This design comes from an exercise in tuning for a short achievable clock period and few clock cycles on the open sky130 flow, not from production work. RTL that was checked went through simulation tests only; none was proved equivalent to the original. Only the layout flow was run in run 2; the RTL was not checked for function there. Power and IR drop assume default switching activity.

### config.mk
export PLATFORM = sky130hd
export DESIGN_NAME = core
export DESIGN_NICKNAME = core
export VERILOG_FILES = /design/flow/design.v
export SDC_FILE = /design/flow/constraint.sdc
export NUM_CORES = 4
export LEC_CHECK = 0
export ABC_CLOCK_PERIOD_IN_PS = 2500
export CAP_MARGIN = 20
export CORE_MARGIN = 2
export CORE_UTILIZATION = 40
export SLEW_MARGIN = 20
### constraint.sdc
create_clock -name core_clock -period 11.0 [get_ports {clock}]
set_input_delay 2.2000 -clock core_clock [delete_from_list [all_inputs] [get_ports {clock}]]
set_output_delay 2.2000 -clock core_clock [all_outputs]
set_load 0.01 [all_outputs]
### design.v
module alu(
	input  [31:0] a, b,
	input  [4:0]  shamt,
	input         sel_add, sel_sub, sel_and, sel_or, sel_sll, sel_sra,
	output [31:0] sum,           
	output [31:0] result,
	output        overflow       
);
	wire [31:0] diff = a - b;
	assign sum = a + b;
	wire [31:0] shl = a << shamt;
	wire signed [31:0] a_s = a;
	wire [31:0] shr = a_s >>> shamt;
	assign result = ({32{sel_add}} & sum)
	              | ({32{sel_sub}} & diff)
	              | ({32{sel_and}} & (a & b))
	              | ({32{sel_or}}  & (a | b))
	              | ({32{sel_sll}} & shl)
	              | ({32{sel_sra}} & shr);
	wire ovf_add = (a[31] == b[31]) & (sum[31] != a[31]);
	wire ovf_sub = (a[31] != b[31]) & (diff[31] != a[31]);
	assign overflow = sel_sub ? ovf_sub : ovf_add;
endmodule
module controlSignals(
	input  [31:0] ir,
	output        wr,         
	output        is_lw,
	output        is_sw,
	output        ovfable,    
	output        use_imm,
	output        use_rt,
	output        sel_add, sel_sub, sel_and, sel_or, sel_sll, sel_sra
);
	wire [4:0] op    = ir[31:27];
	wire [4:0] aluop = ir[6:2];
	wire is_r    = (op == 5'b00000);
	wire is_addi = (op == 5'b00101);
	assign is_sw = (op == 5'b00111);
	assign is_lw = (op == 5'b01000);
	wire r_add = is_r & (aluop == 5'd0);
	wire r_sub = is_r & (aluop == 5'd1);
	wire r_and = is_r & (aluop == 5'd2);
	wire r_or  = is_r & (aluop == 5'd3);
	wire r_sll = is_r & (aluop == 5'd4);
	wire r_sra = is_r & (aluop == 5'd5);
	assign wr      = is_r | is_addi | is_lw;
	assign ovfable = r_add | r_sub | is_addi | is_lw;
	assign use_imm = is_addi | is_lw | is_sw;
	assign use_rt  = is_r & ~r_sll & ~r_sra;
	assign sel_sub = r_sub;
	assign sel_and = r_and;
	assign sel_or  = r_or;
	assign sel_sll = r_sll;
	assign sel_sra = r_sra;
	assign sel_add = ~(r_sub | r_and | r_or | r_sll | r_sra);
endmodule
module pc(
	input             clk,
	input             rst,
	input             stall,
	input      [31:0] q_imem,
	output reg [11:0] addr,
	output reg [31:0] ir
);
	always @(posedge clk or posedge rst) begin
		if (rst) begin
			addr <= 12'b0;
			ir   <= 32'b0;
		end else if (!stall) begin
			addr <= addr + 12'b1;
			ir   <= q_imem;
		end
	end
endmodule
module regfile(
	input         clock,
	input         reset,
	input  [4:0]  wr_addr,       
	input  [31:0] wr_data,
	input  [4:0]  rd_addr0, rd_addr1, rd_addr2,
	output [31:0] rd_data0, rd_data1, rd_data2
);
	reg [31:0] registers [1:31];
	reg [31:1] valid;
	always @(posedge clock or posedge reset) begin
		if (reset)
			valid <= 31'd0;
		else if (wr_addr != 5'd0)
			valid[wr_addr] <= 1'b1;
	end
	always @(posedge clock) begin
		if (wr_addr != 5'd0)
			registers[wr_addr] <= wr_data;
	end
	wire [31:0] v = {valid, 1'b0};
	assign rd_data0 = v[rd_addr0] ? registers[rd_addr0] : 32'd0;
	assign rd_data1 = v[rd_addr1] ? registers[rd_addr1] : 32'd0;
	assign rd_data2 = v[rd_addr2] ? registers[rd_addr2] : 32'd0;
endmodule
module processor(
	input         clock,
	input         reset,
	output [11:0] address_imem,
	input  [31:0] q_imem,
	output reg [11:0] address_dmem,
	output reg [31:0] data,
	output reg        wren,
	input  [31:0] q_dmem
);
	wire        stall;
	wire [31:0] ir;
	pc my_pc(.clk(clock), .rst(reset), .stall(stall), .q_imem(q_imem),
		.addr(address_imem), .ir(ir));
	wire [4:0] d_rd = ir[26:22];
	wire [4:0] d_rs = ir[21:17];
	wire [4:0] d_rt = ir[16:12];
	wire [31:0] d_imm = {{15{ir[16]}}, ir[16:0]};
	wire d_wr, d_lw, d_sw, d_ovfable, d_use_imm, d_use_rt;
	wire d_add, d_sub, d_and, d_or, d_sll, d_sra;
	controlSignals my_control(.ir(ir), .wr(d_wr), .is_lw(d_lw), .is_sw(d_sw),
		.ovfable(d_ovfable), .use_imm(d_use_imm), .use_rt(d_use_rt),
		.sel_add(d_add), .sel_sub(d_sub), .sel_and(d_and), .sel_or(d_or),
		.sel_sll(d_sll), .sel_sra(d_sra));
	reg [31:0] e_a, e_b, e_std;
	reg [4:0]  e_rd, e_sh;
	reg        e_aluwr;    
	reg        e_lwwr;     
	reg        e_ovfable, e_sw;
	reg        e_add, e_sub, e_and, e_or, e_sll, e_sra;
	reg [4:0]  m_dest;     
	reg [31:0] m_val;
	reg        m_lwpend;   
	reg [4:0]  w_dest;
	reg [31:0] w_val;
	wire [31:0] rf_rs, rf_rt, rf_rd;
	regfile my_regfile(.clock(clock), .reset(reset), .wr_addr(w_dest), .wr_data(w_val),
		.rd_addr0(d_rs), .rd_addr1(d_rt), .rd_addr2(d_rd),
		.rd_data0(rf_rs), .rd_data1(rf_rt), .rd_data2(rf_rd));
	wire [31:0] e_sum, e_res;
	wire        e_ovf_raw;
	alu my_alu(.a(e_a), .b(e_b), .shamt(e_sh),
		.sel_add(e_add), .sel_sub(e_sub), .sel_and(e_and), .sel_or(e_or),
		.sel_sll(e_sll), .sel_sra(e_sra),
		.sum(e_sum), .result(e_res), .overflow(e_ovf_raw));
	wire e_ovf = e_ovfable & e_ovf_raw;
	wire [31:0] m_fwd = m_lwpend ? q_dmem : (m_ovf ? 32'd1 : m_val);
	function [31:0] older;
		input [4:0]  r;
		input [31:0] rf;
		input [4:0]  md;
		input [31:0] mf;
		input [4:0]  wd;
		input [31:0] wv;
		begin
			if (r == 5'd0)
				older = 32'd0;
			else if (md == r)
				older = mf;
			else if (wd == r)
				older = wv;
			else
				older = rf;
		end
	endfunction
	wire [31:0] o_rs = older(d_rs, rf_rs, m_dest, m_fwd, w_dest, w_val);
	wire [31:0] o_rt = older(d_rt, rf_rt, m_dest, m_fwd, w_dest, w_val);
	wire [31:0] o_rd = older(d_rd, rf_rd, m_dest, m_fwd, w_dest, w_val);
	reg        poison;
	reg [31:0] e_a_alt, e_b_alt;
	wire hit_rs = e_aluwr & (e_rd == d_rs);
	wire hit_rt = e_aluwr & (e_rd == d_rt);
	wire is30_rs = (d_rs == 5'd30);
	wire is30_rt = (d_rt == 5'd30);
	assign stall = poison | (e_lwwr & ((e_rd == d_rs) | (d_use_rt & (e_rd == d_rt))));
	wire dep_e = hit_rs | is30_rs | (d_use_rt & (hit_rt | is30_rt));
	wire        fwd_rs = hit_rs & ~poison;
	wire        fwd_rt = hit_rt & ~poison & ~d_use_imm;
	wire [31:0] oth_rs = poison ? e_a_alt : o_rs;
	wire [31:0] oth_rt = poison ? e_b_alt : (d_use_imm ? d_imm : o_rt);
	wire std_hit = (m_dest == e_rd) & (e_rd != 5'd0);
	wire [31:0] std_now = std_hit ? m_fwd : e_std;
	always @(posedge clock) begin
		e_a     <= fwd_rs ? e_res : oth_rs;
		e_b     <= fwd_rt ? e_res : oth_rt;
		e_a_alt <= is30_rs ? 32'd1 : o_rs;
		e_b_alt <= d_use_imm ? d_imm : (is30_rt ? 32'd1 : o_rt);
		e_std   <= poison ? std_now : o_rd;
		if (!poison) begin
			e_rd  <= d_rd;
			e_sh  <= ir[11:7];
		end
	end
	always @(posedge clock or posedge reset) begin
		if (reset) begin
			poison <= 1'b0;
			e_aluwr <= 1'b0; e_lwwr <= 1'b0; e_ovfable <= 1'b0; e_sw <= 1'b0;
			e_add <= 1'b0; e_sub <= 1'b0; e_and <= 1'b0; e_or <= 1'b0;
			e_sll <= 1'b0; e_sra <= 1'b0;
		end else if (poison) begin
			poison <= 1'b0;      
		end else if (stall) begin
			e_aluwr <= 1'b0; e_lwwr <= 1'b0; e_ovfable <= 1'b0; e_sw <= 1'b0;
			e_add <= 1'b0; e_sub <= 1'b0; e_and <= 1'b0; e_or <= 1'b0;
			e_sll <= 1'b0; e_sra <= 1'b0;
		end else begin
			poison    <= e_ovf & dep_e;
			e_aluwr   <= d_wr & ~d_lw & (d_rd != 5'd0);
			e_lwwr    <= d_lw & (d_rd != 5'd0);
			e_ovfable <= d_ovfable;
			e_sw      <= d_sw;
			e_add <= d_add; e_sub <= d_sub; e_and <= d_and; e_or <= d_or;
			e_sll <= d_sll; e_sra <= d_sra;
		end
	end
	reg m_ovf;
	always @(posedge clock) begin
		address_dmem <= e_sum[11:0];
		data <= std_now;
		m_val <= e_res;
		w_val <= m_fwd;
	end
	always @(posedge clock or posedge reset) begin
		if (reset) begin
			wren <= 1'b0;
			m_dest <= 5'd0;
			m_lwpend <= 1'b0;
			m_ovf <= 1'b0;
			w_dest <= 5'd0;
		end else begin
			wren <= e_sw & ~poison;
			m_dest <= poison ? 5'd0 : (e_ovf ? 5'd30 : ((e_aluwr | e_lwwr) ? e_rd : 5'd0));
			m_lwpend <= e_lwwr & ~e_ovf & ~poison;
			m_ovf <= e_ovf & ~poison;
			w_dest <= m_dest;
		end
	end
endmodule
module core(
    input         clock,
    input         reset,
    output [11:0] address_imem,
    input  [31:0] q_imem,
    output [11:0] address_dmem,
    output [31:0] data,
    output        wren,
    input  [31:0] q_dmem
);
    processor my_processor(
        .clock(clock),
        .reset(reset),
        .address_imem(address_imem),
        .q_imem(q_imem),
        .address_dmem(address_dmem),
        .data(data),
        .wren(wren),
        .q_dmem(q_dmem)
    );
endmodule
### flow/run.sh
#!/bin/bash
set -euo pipefail
bash standard.sh SETUP_SLACK_MARGIN=${MARGIN:-8} MATCH_CELL_FOOTPRINT=0 SKIP_INCREMENTAL_REPAIR=0 finish > standard.log 2>&1
### standard.sh
#!/bin/bash
# synth_recipe.tcl (not shown) runs the flow's synth.tcl, then flattens the netlist and writes it again
# the make line also repeats each setting of config.mk as NAME=value (left out here)
make -C /OpenROAD-flow-scripts/flow DESIGN_CONFIG=/design/flow/config.mk WORK_HOME=/design/flow/orfs CLKGATE_MAP_FILE= SYNTH_SCRIPT=/design/flow/synth_recipe.tcl "${@:-finish}"
==> results.toml, run 1 <==
[run_status]
status = "finished clean"

[final_layout]
syn_to_final_growth_pct = 22.7
layout-drive-gt1-share_pct = 39.3
fillers = 16400
nets = 6115
stdcell_count = 8685

[detailed_routing]
dr_wl_met2_mm = 141
drc = 0
wl_per_cell_um = 38.0
drt_iter0_markers = 9961
wl_mm = 330
wl_met1_mm = 116
avgViaCountPerCell = 7.01
wl_met3_mm = 45.2
dr.max_layer_used = "met5"
drtAntennaViolNets = 0
dr.pass1.iters = 5
vias = 60900

[sta]
worstMarginPinSlew_ns = 1.20
fmax_mhz = 281
timing.final.crit_share_pct = 32.4
rsz0062_at_grt = "true"
setup_tns_ns = 0
hold_violations = 0
slew_violations = 0
max_slew_margin_pct = 20.0
setup_viol = 0
finClkSkew_ns = 0.0373
post-route-min-period_ns = 3.56

[yosys]
synthTopCellsByArea = "edfxtp_1 (38%), mux4_2 (24%), dfxtp_1 (6.8%), mux2i_1 (3.8%), dfrtp_1 (3.2%)"
yosysTopAreaCellShare_pct = 38.3
ys_seq_elements = 1369
seq_area_frac_synth_pct = 48.2
yosysWarnings = 3
synth_area_sq_mm = 0.0786
ys_async_sr_fraction_pct = 7.23
syn-num-nets = 5780
synth_cells = 5604
synth_edf_count = 1002
synth_ff_type = "edfxtp_1"
yosysTopAreaCell = "edfxtp_1"
syn_area_per_cell_sq_um = 14.0
synth.distinct_cells = 88

[worst_setup_path]
endpoint_kind = "output port"
critPathLaunch = "my_processor.my_pc.addr[0]$_DFFE_PP0P_"
cp_num_buf_inv = 1
crit-reg2reg-launch = "my_processor.my_pc.ir[17]$_DFFE_PP0P_"
critPathRequiredTime_ns = 8.80
crit_arrival_ns = 1.36
slowest_stage = "dfrtp_1"
crit_chain = "buf_6"
crit_fanout = 2
start_kind = "flip-flop"
crit_type = "flip-flop to output port"
crit_path_max_incr_delay_ns = 0.41
crit_family = "flip-flops"

[power]
power.share.clock_pct = 37.8
peakVddDrop_mv = 0.161
power_frac_seq_pct = 44.6
combinationalPowerShare_pct = 17.5
leakagePower_uw = 0.0334
p_sw_share_pct = 27.5
p_sw_uw = 3640
p_per_area_mw_per_mm2 = 137
intPower_uw = 9570

[grt]
grtUsageTotal_pct = 32.3
grt_overflow = 0
antenna_found_initial = 12
grt_max_degree = 65
grt_pass1_wl_mm = 456
first_global_vias = 58300

[floorplanning]
core.rowCount = 162
core_area_sq_mm = 0.195
io_pins = 123
die_w_um = 447
die_height_um = 447
start_util_pct = 40.3
die-area_sq_mm = 0.200

[worst_hold_path]
hold_path_class = "flip-flop to flip-flop"
worstHoldStart = "my_processor.e_b_alt[18]$_DFF_P_"

[placed_design]
placed_cells = 8014
routabilityCongestion = 0.964
numPortBuffers = 122
dpl.hpwl_mm = 181

[clock_tree]
clock_path_buffers = 3
htree_levels = 4
cts-root-buf = "clkbuf_16"
numCtsBuffers = 147
cts_tree = "done"
insertion_delay_ns = 0.82
clk_pin_slew_worst_paths_ns = 0.06
clock-sinks = 1369

[flow_run]
drv_cap = 0
## final cells by class
class | count | area, sq um | share of cell area (%)
sequential | 1369 | 38200 | 39.6
multi-input combinational | 3571 | 41400 | 42.9
timing repair inverter | 1 | 7.51 | 0.00778
tap | 2624 | 3280 | 3.40
inverter | 166 | 666 | 0.690
clock inverter | 59 | 579 | 0.600
clock buffer | 208 | 4200 | 4.35
antenna | 4 | 10.0 | 0.0104
timing repair buffer | 683 | 8170 | 8.47
## cell usage in the layout, fill, tap and decap left out, types with 40 or more instances in the layout
| cell type | instances |
|---|---|
| dfxtp_2 | 55 |
| o221ai_1 | 45 |
| xnor2_1 | 68 |
| nand3_1 | 40 |
| mux2i_1 | 274 |
| buf_4 | 312 |
| ha_1 | 69 |
| mux2_2 | 80 |
| buf_6 | 95 |
| buf_12 | 56 |
| clkdlybuf4s50_1 | 63 |
| nor2_1 | 252 |
| dfxtp_1 | 181 |
| edfxtp_1 | 1002 |
| a21oi_1 | 199 |
| o22ai_1 | 42 |
| and2_1 | 44 |
| nor3_1 | 41 |
| o21ai_0 | 110 |
| o21ai_1 | 79 |
| clkbuf_16 | 209 |
| dfrtp_1 | 79 |
| a211oi_1 | 123 |
| nand2_1 | 261 |
| mux4_2 | 833 |
| inv_1 | 135 |
## path summary, 6_finish.rpt
check | slack [ns] | to | depth (start not counted)
setup / recovery | 7.44 | address_imem[0] | 1
setup reg to reg | 7.51 | my_processor.e_a[9]$_DFF_P_ | 12
min in group asynchronous | 1.91 | my_processor.my_pc.addr[11]$_DFFE_PP0P_ | 2
max in group asynchronous | 8.21 | my_processor.my_pc.ir[19]$_DFFE_PP0P_ | 3
hold / removal | 0.44 | my_processor.e_b[18]$_DFF_P_ | 2
hold reg to reg | 0.44 | my_processor.e_b[18]$_DFF_P_ | 2
## metal layers
metal / global-route usage (%) / vias to the layer above
met4: 21.2 / 12
met3: 9.79 / 1307
li1: - / 23500
met2: 47.4 / 4955
met1: 41.5 / 31100
met5: 0 / -
## repair_timing
| item | in CTS | in global routing |
|---|---|---|
| hold buffers | 0 | 0 |
| pin swaps | 180 | 150 |
| resized for setup | 936 | 290 |
| gates cloned | 61 | 11 |
| setup buffers | 226 | 102 |
| setup endpoints to repair | 657 | 370 |
## cell usage after synthesis (34+ instances only)
library cell / instances
o21ai_1: 49
a22oi_1: 47
o221ai_1: 53
a211oi_1: 156
nand2_1: 278
o22ai_1: 51
a221oi_1: 40
buf_4: 35
a21o_1: 38
a21oi_1: 239
mux2i_1: 298
dfxtp_1: 268
o21ai_0: 173
buf_1: 52
nor2_1: 292
xnor2_1: 71
nand3_1: 47
mux2_2: 86
nor3_1: 56
ha_1: 108
and2_1: 50
mux4_2: 833
inv_1: 161
edfxtp_1: 1002
o211ai_1: 39
o21bai_1: 36
clkbuf_1: 293
a32o_1: 34
buf_2: 102
dfrtp_1: 99
## cells by family after synthesis
group           synth area share, %
compound gates                 10.7
xor+xnor                       1.14
mux                            29.0
fa+ha+maj                      1.77
flops                          48.2
buf+inv                        3.70
simple gates                   5.43
## flip-flops by register name, summed over array words and instances (netlist names), 5 cells and up
name and flops:
my_processor.my_regfile.registers 992, my_processor.e_rd 5, my_processor.m_val 32, my_processor.data 32
my_processor.e_b 32, my_processor.e_a 32, my_processor.my_regfile.valid 31, my_processor.e_b_alt 32
my_processor.e_a_alt 32, my_processor.m_dest 5, my_processor.w_val 32, my_processor.my_pc.ir 32
my_processor.address_dmem 12, my_processor.e_std 32, my_processor.e_sh 5, my_processor.my_pc.addr 12
my_processor.w_dest 5
## stage by stage
step	worst slack (ns)	util, %	total power [uW]	hold WS, ns	area [sq um]
finish	7.44	49.4	13200	0.435	96500
detailed placement	5.88	42.5	7720	0.423	82900
floorplan	7.62	-	7080	0.352	79000
CTS	7.39	48.3	13000	0.434	94200
global placement	5.56	42.4	7700	0.419	82800
global route	7.41	49.4	13500	0.455	96500
## power by group through the flow
stage | logic [uW] | clock network, uW | registers, uW
finish | 2320 | 5000 | 5900
global route | 2380 | 5230 | 5910
CTS | 2100 | 5030 | 5890
detailed placement | 1670 | 0 | 6050
global placement | 1660 | 0 | 6040
floorplan | 1130 | 0 | 5950
Testbench counts, summed over its fixed seeds: cycles 19,745.
==> run 2, diff against run 1 <==
--- a/design.v
+++ b/design.v
@@ -143,67 +143,53 @@
 		.sel_sll(e_sll), .sel_sra(e_sra),
 		.sum(e_sum), .result(e_res), .overflow(e_ovf_raw));
 	wire e_ovf = e_ovfable & e_ovf_raw;
-	wire [31:0] m_fwd = m_lwpend ? q_dmem : (m_ovf ? 32'd1 : m_val);
 	function [31:0] older;
 		input [4:0]  r;
 		input [31:0] rf;
 		input [4:0]  md;
-		input [31:0] mf;
+		input        mlw;
+		input [31:0] mv;
+		input [31:0] qd;
 		input [4:0]  wd;
 		input [31:0] wv;
 		begin
 			if (r == 5'd0)
 				older = 32'd0;
 			else if (md == r)
-				older = mf;
+				older = mlw ? qd : mv;
 			else if (wd == r)
 				older = wv;
 			else
 				older = rf;
 		end
 	endfunction
-	wire [31:0] o_rs = older(d_rs, rf_rs, m_dest, m_fwd, w_dest, w_val);
-	wire [31:0] o_rt = older(d_rt, rf_rt, m_dest, m_fwd, w_dest, w_val);
-	wire [31:0] o_rd = older(d_rd, rf_rd, m_dest, m_fwd, w_dest, w_val);
-	reg        poison;
-	reg [31:0] e_a_alt, e_b_alt;
+	wire [31:0] o_rs = older(d_rs, rf_rs, m_dest, m_lwpend, m_val, q_dmem, w_dest, w_val);
+	wire [31:0] o_rt = older(d_rt, rf_rt, m_dest, m_lwpend, m_val, q_dmem, w_dest, w_val);
+	wire [31:0] o_rd = older(d_rd, rf_rd, m_dest, m_lwpend, m_val, q_dmem, w_dest, w_val);
 	wire hit_rs = e_aluwr & (e_rd == d_rs);
 	wire hit_rt = e_aluwr & (e_rd == d_rt);
 	wire is30_rs = (d_rs == 5'd30);
 	wire is30_rt = (d_rt == 5'd30);
-	assign stall = poison | (e_lwwr & ((e_rd == d_rs) | (d_use_rt & (e_rd == d_rt))));
-	wire dep_e = hit_rs | is30_rs | (d_use_rt & (hit_rt | is30_rt));
-	wire        fwd_rs = hit_rs & ~poison;
-	wire        fwd_rt = hit_rt & ~poison & ~d_use_imm;
-	wire [31:0] oth_rs = poison ? e_a_alt : o_rs;
-	wire [31:0] oth_rt = poison ? e_b_alt : (d_use_imm ? d_imm : o_rt);
-	wire std_hit = (m_dest == e_rd) & (e_rd != 5'd0);
-	wire [31:0] std_now = std_hit ? m_fwd : e_std;
+	wire [31:0] f_rs = e_ovf ? (is30_rs ? 32'd1 : o_rs) : (hit_rs ? e_res : o_rs);
+	wire [31:0] f_rt = e_ovf ? (is30_rt ? 32'd1 : o_rt) : (hit_rt ? e_res : o_rt);
+	assign stall = e_lwwr & ((e_rd == d_rs) | (d_use_rt & (e_rd == d_rt)));
 	always @(posedge clock) begin
-		e_a     <= fwd_rs ? e_res : oth_rs;
-		e_b     <= fwd_rt ? e_res : oth_rt;
-		e_a_alt <= is30_rs ? 32'd1 : o_rs;
-		e_b_alt <= d_use_imm ? d_imm : (is30_rt ? 32'd1 : o_rt);
-		e_std   <= poison ? std_now : o_rd;
-		if (!poison) begin
-			e_rd  <= d_rd;
-			e_sh  <= ir[11:7];
-		end
+		e_a   <= f_rs;
+		e_b   <= d_use_imm ? d_imm : f_rt;
+		e_std <= o_rd;
+		e_rd  <= d_rd;
+		e_sh  <= ir[11:7];
 	end
 	always @(posedge clock or posedge reset) begin
 		if (reset) begin
-			poison <= 1'b0;
 			e_aluwr <= 1'b0; e_lwwr <= 1'b0; e_ovfable <= 1'b0; e_sw <= 1'b0;
 			e_add <= 1'b0; e_sub <= 1'b0; e_and <= 1'b0; e_or <= 1'b0;
 			e_sll <= 1'b0; e_sra <= 1'b0;
-		end else if (poison) begin
-			poison <= 1'b0;      
 		end else if (stall) begin
 			e_aluwr <= 1'b0; e_lwwr <= 1'b0; e_ovfable <= 1'b0; e_sw <= 1'b0;
 			e_add <= 1'b0; e_sub <= 1'b0; e_and <= 1'b0; e_or <= 1'b0;
 			e_sll <= 1'b0; e_sra <= 1'b0;
 		end else begin
-			poison    <= e_ovf & dep_e;
 			e_aluwr   <= d_wr & ~d_lw & (d_rd != 5'd0);
 			e_lwwr    <= d_lw & (d_rd != 5'd0);
 			e_ovfable <= d_ovfable;
@@ -212,25 +198,23 @@
 			e_sll <= d_sll; e_sra <= d_sra;
 		end
 	end
-	reg m_ovf;
+	wire std_hit = (m_dest == e_rd) & (e_rd != 5'd0);
 	always @(posedge clock) begin
 		address_dmem <= e_sum[11:0];
-		data <= std_now;
-		m_val <= e_res;
-		w_val <= m_fwd;
+		data <= std_hit ? (m_lwpend ? q_dmem : m_val) : e_std;
+		m_val <= e_ovf ? 32'd1 : e_res;
+		w_val <= m_lwpend ? q_dmem : m_val;
 	end
 	always @(posedge clock or posedge reset) begin
 		if (reset) begin
 			wren <= 1'b0;
 			m_dest <= 5'd0;
 			m_lwpend <= 1'b0;
-			m_ovf <= 1'b0;
 			w_dest <= 5'd0;
 		end else begin
-			wren <= e_sw & ~poison;
-			m_dest <= poison ? 5'd0 : (e_ovf ? 5'd30 : ((e_aluwr | e_lwwr) ? e_rd : 5'd0));
-			m_lwpend <= e_lwwr & ~e_ovf & ~poison;
-			m_ovf <= e_ovf & ~poison;
+			wren <= e_sw;
+			m_dest <= e_ovf ? 5'd30 : ((e_aluwr | e_lwwr) ? e_rd : 5'd0);
+			m_lwpend <= e_lwwr & ~e_ovf;
 			w_dest <= m_dest;
 		end
 	end
==> flow/run.sh (replaced) <==
#!/bin/bash
set -euo pipefail
bash standard.sh SETUP_SLACK_MARGIN=${MARGIN:-8} finish > standard.log 2>&1
==> run 2 against run 1 <==
Global-route usage fell by 2.8 points. Non-clock buffer count fell by 246. Final area down 7.3%. Fmax down 9.7%. Sequential cell count shrank 66.
==> results.toml, run 2 <==
[run_status]
status = "finished clean"

[placed_design]
dpl.hpwl_mm = 162
dpl-instance-area_sq_mm = 0.0802
numPortBuffers = 122
routabilityCongestion = 0.950
placed_cells = 7557

[yosys]
synth_area_sq_mm = 0.0760
synth_common_cells = "edfxtp_1 (992), mux4_2 (887), nor2_1 (392), a21oi_1 (300), mux2i_1 (281)"
ys_async_sr_fraction_pct = 7.44
synth_cells = 5243
ys_seq_elements = 1303
synth.distinct_cells = 90
synth_ff_type = "edfxtp_1"
yosysTopAreaCell = "edfxtp_1"
synth_edf_count = 992
post-synth-top-count-cell = "edfxtp_1"
syn-num-nets = 5419
synthTopCellsByArea = "edfxtp_1 (39%), mux4_2 (26%), dfxtp_1 (5.6%), mux2i_1 (3.7%), dfrtp_1 (3.2%)"
yosysWarnings = 3
yosysTopAreaCellShare_pct = 39.2
seq_area_frac_synth_pct = 48.0
syn_area_per_cell_sq_um = 14.5

[worst_setup_path]
slowest_stage = "nor2b_1"
start_kind = "flip-flop"
endpoint_kind = "flip-flop"
crit_chain = "buf_8 -> nor2b_1 -> a21oi_1 -> a221o_2 -> or3_4 -> o21ai_1 -> nor2_1 -> a2111oi_1 -> a211o_1"
crit_path_max_incr_delay_ns = 0.77
crit_type = "flip-flop to flip-flop"
r2r_slack_ns = 7.06
crit_arrival_ns = 4.67
crit_fanout = 19
critPathRequiredTime_ns = 11.72
reg2regPathDepth = 9
r2r-end = "my_processor.e_b[16]$_DFF_P_"
crit-reg2reg-launch = "my_processor.my_pc.ir[15]$_DFFE_PP0N_"

[grt]
grt_pass1_wl_mm = 402
antenna_found_initial = 6
first_global_vias = 52900
grtUsageTotal_pct = 29.5
grt_overflow = 0
grt_max_degree = 85

[power]
leakagePower_uw = 0.0305
power.share.clock_pct = 38.9
p_sw_uw = 3330
combinationalPowerShare_pct = 15.1
peakVddDrop_mv = 0.170
power_frac_seq_pct = 46.0
intPower_uw = 9120
p_per_area_mw_per_mm2 = 139
power.total_uw = 12400
p_sw_share_pct = 26.7

[final_layout]
layout_commonest_cell = "edfxtp_1"
stdcell_count = 8019
layout_common_cells = "edfxtp_1 (992), mux4_2 (887), nor2_1 (349)"
syn_to_final_growth_pct = 17.6
multiInputGateArea_sq_mm = 0.0392
seqCellArea_sq_mm = 0.0367
largest_reg_flops = 992
final_cell_area_sq_mm = 0.0894
nets = 5570
fillers = 16100
layout-drive-gt1-share_pct = 37.3
top_register = "my_processor.my_regfile.registers"

[flow_run]
drv_cap = 0

[worst_hold_path]
whs_path_depth = 0
worstHoldEndpoint = "my_processor.wren$_DFF_PP0_"
hold_path_class = "flip-flop to flip-flop"
worstHoldStart = "my_processor.e_sw$_DFF_PP0_"

[floorplanning]
start_util_pct = 40.1
die_height_um = 440
die-area_sq_mm = 0.194
io_pins = 123
core.rowCount = 160
die_w_um = 440
core_area_sq_mm = 0.190

[sta]
timing.final.crit_share_pct = 35.9
finClkSkew_ns = 0.0459
hold_ws_ns = 0.354
max_slew_margin_pct = 20.6
hold_violations = 0
setup_tns_ns = 0
worstMarginPinSlew_ns = 1.19
post-route-min-period_ns = 3.94
slew_violations = 0
fmax_mhz = 254
setup_viol = 0
rsz0062_at_grt = "true"

[clock_tree]
htree_levels = 4
clock_path_buffers = 3
ctsHoldBuffers = 0
clock-sinks = 1303
cts-root-buf = "clkbuf_16"
clk_pin_slew_worst_paths_ns = 0.06
numCtsBuffers = 143
cts_tree = "done"
insertion_delay_ns = 0.82

[detailed_routing]
wl_mm = 290
wl_per_cell_um = 36.2
drt_iter0_markers = 6898
vias = 54200
drtAntennaViolNets = 0
drc = 0
dr.pass1.iters = 6
avgViaCountPerCell = 6.76
## run 2: per-layer routing
metal	track usage [%]	vias to the layer above	part of all wire, %
li1	-	21700	-
met1	37.2	28000	36
met2	47.0	3643	47
met3	6.33	858	10
met4	17.1	2	7.1
met5	0	-	0.0069
## run 2: what timing repair did
action / in CTS / in global routing
setup endpoints to repair: 437 / 247
gates cloned: 32 / 8
pin swaps: 61 / 42
resized for setup: 651 / 121
buffers inserted: 130 / 33
hold endpoints to repair: 0 / 0
## run 2: cells by family (layout without fill, tap and decap cells)
| group | Yosys count | after routing | share of synthesized area (%) |
|---|---|---|---|
| adders and majority gates | 110 | 110 | 1.83 |
| muxes | 1331 | 1331 | 32.4 |
| other | 0 | 3 | 0 |
| xor gates and xnor gates | 96 | 96 | 1.11 |
| AOI/OAI and AO/OA | 960 | 962 | 8.29 |
| buffers and inverters | 569 | 821 | 3.21 |
| DFF | 1303 | 1303 | 48.0 |
| and+or+nand+nor | 874 | 882 | 5.16 |
## run 2: worst max-delay path, delay by kind of cell (launching register included)
| family | cells | cell delay [ns] |
|---|---|---|
| compound gates | 5 | 1.63 |
| flops | 1 | 0.51 |
| buf+inv | 1 | 0.31 |
| simple gates | 3 | 1.36 |
## run 2: worst max path at each step
stage,startpoint,endpoint,slack [ns],cells past startpoint
after global routing,my_processor.e_a[3]$_DFF_P_,my_processor.e_b[5]$_DFF_P_,7.08,17
after floorplan,reset,my_processor.e_add$_DFF_PP0_,7.65,1
after detailed placement,my_processor.my_pc.ir[15]$_DFFE_PP0N_,my_processor.e_b[1]$_DFF_P_,5.81,11
final,my_processor.my_pc.ir[15]$_DFFE_PP0N_,my_processor.e_b[16]$_DFF_P_,7.06,9
after CTS,my_processor.e_a[4]$_DFF_P_,my_processor.e_b[18]$_DFF_P_,7.25,16
after global placement,my_processor.my_pc.ir[15]$_DFFE_PP0N_,my_processor.e_b[1]$_DFF_P_,5.89,11
## run 2: final cells by class
class / count / share of cell area, %
antenna: 3 / 0.00840
clock buffer: 176 / 4.33
multi-input combinational: 3381 / 43.8
tap: 2511 / 3.51
timing repair buffer: 437 / 5.82
clock inverter: 80 / 0.843
inverter: 128 / 0.560
sequential: 1303 / 41.1
## run 2: stage by stage
| stage | util (%) | setup slack [ns] |
|---|---|---|
| after floorplan | - | 7.65 |
| after global placement | 42.3 | 5.89 |
| after detailed placement | 42.3 | 5.81 |
| after CTS | 46.6 | 7.25 |
| after global routing | 47.2 | 7.08 |
| final | 47.2 | 7.06 |
## run 2: power groups by stage
stage / Combinational [uW] / Sequential (uW) / Clock, uW
after floorplan: 1070 / 5750 / 0
after detailed placement: 1590 / 5850 / 0
after CTS: 1810 / 5720 / 4870
after global placement: 1590 / 5850 / 0
after global routing: 1960 / 5740 / 5070
final: 1880 / 5730 / 4840

==> separate check: timing with driven ports <==
The flow's constraints put no driver on any port. The routed layouts listed below were extracted and timed again, unchanged, in two steps. Step 1: set_driving_cell puts a clkbuf_16 on clock and a buf_2 on each other input, an assumption about the parent block. Step 2 also shifts input and output timing later by t, the mid clock arrival at the registers, as if the neighbouring blocks saw the same clock. Three values: ideal, step 1, step 2; two values: the first two.
| run | t, ns | setup WS [ns] | worst data-port slew with drivers (ns) |
|---|---|---|---|
| run 1 | 0.887 | 7.440 / 7.358 / 6.871 | 0.07 |
| run 2 | 0.890 | 7.056 / 7.056 / 6.631 | 0.06 |
After both steps setup and hold are still met in every run listed. For run 1, which loses most, drivers alone change the setup slack by -0.082 ns; drivers and shift together by -0.569 ns.
